This is an optimization exercise on Yosys and OpenROAD, whose aim is small area, not a production implementation.
In this exercise RTL edits were held to simulation tests only and were not proved equivalent to the original.
The clock port is modelled as an ideal driver; clocking choices that lean on that would not hold on a real chip.

==> flow/design.v (excerpt) <==
module lock_by_sequence_detector_pro(clk, rst, BTN, code_8bit, digit_seg, digit_cath, R_N5_T5, G_R3_T6);
Size: about 260 cells after synthesis, roughly 93 flip-flops, roughly 2900 sq um of cells after synthesis.
clock: 10.0 ns
lec_check: 0
cap_margin: 20
core_margin: 2
core_utilization: 70
cts_buf_list: sky130_fd_sc_hd__clkbuf_4
slew_margin: 20
standard.sh (not shown) runs the stock make flow with config.mk's settings and CLKGATE_MAP_FILE= SYNTH_SCRIPT=/design/flow/synth_recipe.tcl, a recipe that flattens the netlist after the stock synthesis.
==> flow/flow/run.sh <==
#!/bin/bash
# The standard ORFS layout (the standard.sh), changed in three places:
# the port buffers use the smallest buffer, clock tree synthesis uses
# clkbuf_4 and inserts no dummy loads, and after it the clock buffers with
# a large fanout are upsized (flow/post_cts.tcl).
set -o pipefail
export BUFFER_PORTS_ARGS="-buffer_cell sky130_fd_sc_hd__buf_1"
export CTS_ARGS="-sink_clustering_enable -repair_clock_nets -buf_list sky130_fd_sc_hd__clkbuf_4 -dont_use_dummy_load"
export POST_CTS_TCL="$PWD/flow/post_cts.tcl"
bash standard.sh > standard.log 2>&1
==> flow/flow/post_cts.tcl <==
# After clock tree synthesis: a clkbuf_4 that drives many flip-flops gives
# them a slow clock edge, so each clock buffer driving 12 or more pins is
# upsized to clkbuf_8, and the placement is legalised again.
set upsized 0
foreach inst [get_cells *] {
  if { [get_property $inst ref_name] ne "sky130_fd_sc_hd__clkbuf_4" } { continue }
  set name [get_full_name $inst]
  set net [get_nets -of_objects [get_pins $name/X]]
  set fanout [llength [get_pins -of_objects $net -filter "direction==input"]]
  if { $fanout >= 12 } {
    replace_cell $name sky130_fd_sc_hd__clkbuf_8
    incr upsized
    puts "post_cts: upsized $name (fanout $fanout)"
  }
}
puts "post_cts: upsized $upsized clock buffers"
if { $upsized > 0 } {
  detailed_placement
  check_placement -verbose
}
Edit:
--- a/flow/flow/post_cts.tcl
+++ b/flow/flow/post_cts.tcl
@@ -1,4 +1,35 @@
-# After clock tree synthesis: a clkbuf_4 that drives many flip-flops gives
-# them a slow clock edge, so each clock buffer driving 12 or more pins is
-# upsized to clkbuf_8, and the placement is legalised again.
+# After clock tree synthesis:
+# 1. Logic cells that synthesis upsized for speed are set back to their
+#    smallest drive strength (the design has several ns of slack); then
+#    repair_design fixes any slew or capacitance limit this breaks.
+# 2. A clkbuf_4 that drives many flip-flops gives them a slow clock edge, so
+#    each clock buffer driving 12 or more pins is upsized to clkbuf_8.
+# The placement is legalised again afterwards.
+set db [ord::get_db]
+set block [ord::get_db_block]
+set downsized 0
+foreach inst [$block getInsts] {
+  set master [$inst getMaster]
+  set mname [$master getName]
+  if { [$master getType] ne "CORE" } { continue }
+  if { ![regexp {^(sky130_fd_sc_hd__[a-z0-9]+)_([0-9]+)$} $mname -> base size] } { continue }
+  if { [string match "*__df*" $base] || [string match "*__sdf*" $base] || [string match "*__edf*" $base] } { continue }
+  if { [string match "*clkbuf*" $base] || [string match "*tap*" $base] || [string match "*conb*" $base] } { continue }
+  set best ""
+  set best_area [expr {[$master getWidth] * [$master getHeight]}]
+  foreach s {0 1 2} {
+    if { $s >= $size } { break }
+    set cand [$db findMaster "${base}_$s"]
+    if { $cand eq "NULL" || $cand eq "" } { continue }
+    set a [expr {[$cand getWidth] * [$cand getHeight]}]
+    if { $a < $best_area } { set best $cand; set best_area $a }
+  }
+  if { $best ne "" } {
+    puts "post_cts: [$inst getName] $mname -> [$best getName]"
+    $inst swapMaster $best
+    incr downsized
+  }
+}
+puts "post_cts: downsized $downsized logic cells"
+
 set upsized 0
@@ -16,5 +47,5 @@
 puts "post_cts: upsized $upsized clock buffers"
-if { $upsized > 0 } {
-  detailed_placement
-  check_placement -verbose
-}
+estimate_parasitics -placement
+repair_design -cap_margin 20 -slew_margin 20
+detailed_placement
+check_placement -verbose
The new run completed with no timing, DRC or antenna violations.
Design area came out lower by 0.49%.
Non-clock buffer count is unchanged.
Setup slack is about the same.
First-iteration DRC count came out lower by 1.5%.

## afterwards: timing with drivers on the ports
The flow's constraints put no driver on any port. The routed layouts listed below were extracted and timed again, unchanged, in two steps.
Step 1 (the two cells are an assumption about what drives the block):
set clk [get_ports {clk}]
set_driving_cell -lib_cell sky130_fd_sc_hd__clkbuf_16 $clk
set_driving_cell -lib_cell sky130_fd_sc_hd__buf_2 [delete_from_list [all_inputs] $clk]
Step 2 moves the port delays by t, midway between the first and last clock arrival at a register: inputs arrive t later, outputs are due t later. That takes back most of the time a late clock gives input paths.
a / b / c = no drivers / after step 1 / after step 2; a / b = the first two.
| run | shift t [ns] | setup WS [ns] | clock arrival spread, ns | worst register clock-pin slew, ns | worst data-port slew with drivers (ns) |
|---|---|---|---|---|---|
| the first run | 0.423 | 4.512 / 4.492 / 4.492 | 0.027 / 0.027 | 0.10 / 0.10 | 0.03 |
| the second run | 0.417 | 4.515 / 4.495 / 4.495 | 0.027 / 0.027 | 0.10 / 0.10 | 0.03 |
After both steps setup and hold are still met in every run listed.
